From an optimization exercise on the open Yosys and OpenROAD flow, aimed at small area, a short achievable clock period and few clock cycles; shortcuts taken in it are not production practice.
Only simulation tests tie the RTL to the original design; equivalence was not proved.
Power and IR drop assume default switching activity.

old:
// top_module
module top_module(clk,rst,mem_addr,mem_wdata,mem_rdata,mem_rd,mem_wr,mem_ready);
Size in the first run: roughly 1,600 cells after synthesis, roughly 210 flip-flops, ~53 I/O pins, ~0.013 sq mm of cells after synthesis.
export LEC_CHECK = 0
export ABC_AREA = 1
export CAP_MARGIN = 20
export CORE_MARGIN = 2
export CORE_UTILIZATION = 70
export CTS_BUF_LIST = sky130_fd_sc_hd__clkbuf_8
export CTS_CLUSTER_DIAMETER = 60
export CTS_CLUSTER_SIZE = 10
export SLEW_MARGIN = 20
export SYNTH_MEMORY_MAX_BITS = 16384
create_clock -name core_clock -period 12.0 [get_ports {clk}]
standard.sh (not shown) runs the stock make flow with config.mk's settings and CLKGATE_MAP_FILE= SYNTH_SCRIPT=/design/flow/synth_recipe.tcl, a recipe that flattens the netlist after the stock synthesis.
==> flow/flow/run.sh <==
#!/bin/bash
# Layout flow: the standard flow, with timing repair aimed below the period
# (repair_timing's setup margin) and plain buffers on the ports; the constraints
# are the standard flow's, unchanged.
bash standard.sh SETUP_SLACK_MARGIN=7.25 "BUFFER_PORTS_ARGS=-buffer_cell sky130_fd_sc_hd__buf_2" finish > standard.log 2>&1
Testbench counts of old, summed over its fixed seeds: cycles 7,362.
diff inputs: old => new
diff --git a/flow/design.v b/flow/design.v
--- a/flow/design.v
+++ b/flow/design.v
@@ -52,32 +52,31 @@
       4'b0101: cond = ~fC;
       4'b0110: cond = fV;
       4'b1000: cond = ~fV;
       4'b1001: cond = fS;
       4'b1010: cond = ~fS;
       default: cond = 1'b0;
     endcase
   end
   reg [7:0] psel, qsel;           
-  reg pm;                         
   wire [7:0] pdec = psel;
   wire [7:0] qdec = qsel;
   wire [15:0] P = ({16{pdec[0]}} & R0) | ({16{pdec[1]}} & R1) | ({16{pdec[2]}} & R2) | ({16{pdec[3]}} & R3) |
-                  ({16{pdec[4]}} & R4) | ({16{pdec[5]}} & R5) | ({16{pdec[6]}} & R6) | ({16{pdec[7]}} & R7) |
-                  ({16{pm}} & MDR);
+                  ({16{pdec[4]}} & R4) | ({16{pdec[5]}} & R5) | ({16{pdec[6]}} & R6) | ({16{pdec[7]}} & R7);
   wire [15:0] Q = ({16{qdec[0]}} & R0) | ({16{qdec[1]}} & R1) | ({16{qdec[2]}} & R2) | ({16{qdec[3]}} & R3) |
                   ({16{qdec[4]}} & R4) | ({16{qdec[5]}} & R5) | ({16{qdec[6]}} & R6) | ({16{qdec[7]}} & R7);
   wire a_en = i_alu;                               
+  wire b_mdr = ~(i_mov | i_neg | (i_alu & mode == 2'b01));
   wire sub = i_neg | (i_alu & (fn == 3'b001 | fn == 3'b100));
   wire f_and = i_alu & (fn == 3'b010);
   wire f_or  = i_alu & (fn == 3'b011);
   wire [15:0] A = a_en ? Q : 16'd0;
-  wire [15:0] B = P;
+  wire [15:0] B = b_mdr ? MDR : P;
   wire [15:0] Bx = B ^ {16{sub}};
   wire [16:0] sum = {1'b0, A} + {1'b0, Bx} + {16'd0, sub};
   wire ovf = (A[15] == Bx[15]) & (sum[15] != A[15]);
   wire [15:0] res = f_and ? (A & B) : f_or ? (A | B) : sum[15:0];
   wire arith = ~(f_and | f_or);
   wire [15:0] hs = A ^ Bx;
   wire [15:0] kc = {A[14:0] | Bx[14:0], sub};
   wire zsum = ~|(hs ^ kc);
   wire zr = f_and ? ~|(A & B) : f_or ? ~|(A | B) : zsum;
@@ -157,23 +156,21 @@
       if (sJR) begin
         sJR <= 1'b0; sF <= 1'b1; PC <= adr;
       end
     end
   end
   always @(posedge clk) begin
     if (sF & done) begin
       psel <= (8'b1 << ((dn[6] | n_jr) ? mem_rdata[2:0] : mem_rdata[8:6])) & vldn;
       qsel <= (8'b1 << (n_two ? mem_rdata[5:3] : mem_rdata[2:0])) & vldn;
-      pm <= 1'b0;
     end else if (sW & done) begin
-      psel <= (8'b1 << rd) & vldn & {8{i_st}};     
+      psel <= (8'b1 << rd) & vldn;
       qsel <= (8'b1 << rd) & vldn;
-      pm <= ~i_st;
     end
     if (sF & done) IR <= mem_rdata;
     if (sW & done & (i_mem | i_jal)) MDR <= adr;
     else if ((sW | sD1 | sD2) & done) MDR <= mem_rdata;
   end
   wire [15:0] wdat = res;
   always @(posedge clk) begin
     if (x_wr) begin
       case (rd)
Findings:
- Diff old -> new | setup slack of the worst register-to-register path | decrease of 20 ps
- Taking old as the reference point, the total sequential power of new falls by about 8%.
- Diff old..new | CTS clock-pin slew for the worst setup and hold paths | negligible
- Comparing count of distinct cell types in the synthesized netlist for old and new, the bigger number came from old.
- Fraction of area in multi-input gates in new is 1.2 points below old.
- Simple logic cell fraction of the synthesized area: new vs old down 2.7 points
- Going from old to new, number of nets at the end of the flow grew slightly.
- Sort old and new by maximum frequency, ascending, and new comes first.
- Diff old -> new: cell count after placement went up 11, hold slack went down 27 ps, share of final-layout standard cells stronger than drive strength 1 went down 0.96 points, minimum clock period after layout went up 20 ps.
Testbench counts of new, summed over its fixed seeds: cycles 7,362.

==> static timing again, ports no longer ideal <==
Ports are ideal in the flow. The routed layouts listed here were re-timed in OpenROAD. Step 1 assumes that a clkbuf_16 drives the clock port and a buf_2 every other input. Step 2 adds t to the input delays and takes it off the output delays; t is the mean of the earliest and latest rising clock arrival at the registers after step 1. Input paths then give back, and output paths get back, about the clock's delay inside the block. Three values: ideal, step 1, step 2; two values: the first two.
| run | t (ns) | setup slack, ns | worst setup path after step 2 | clock arrival spread, ns | pins driven straight from the clock port |
|---|---|---|---|---|---|
| old | 0.611 | 7.293 / 7.249 / 6.851 | input to register | 0.018 / 0.017 | 1 |
| new | 0.605 | 7.273 / 7.228 / 6.810 | input to register | 0.037 / 0.037 | 1 |
After both steps every run listed still meets setup and hold. The setup slack of new, which loses most, moves by -0.045 ns with the drivers and by -0.463 ns with both steps.
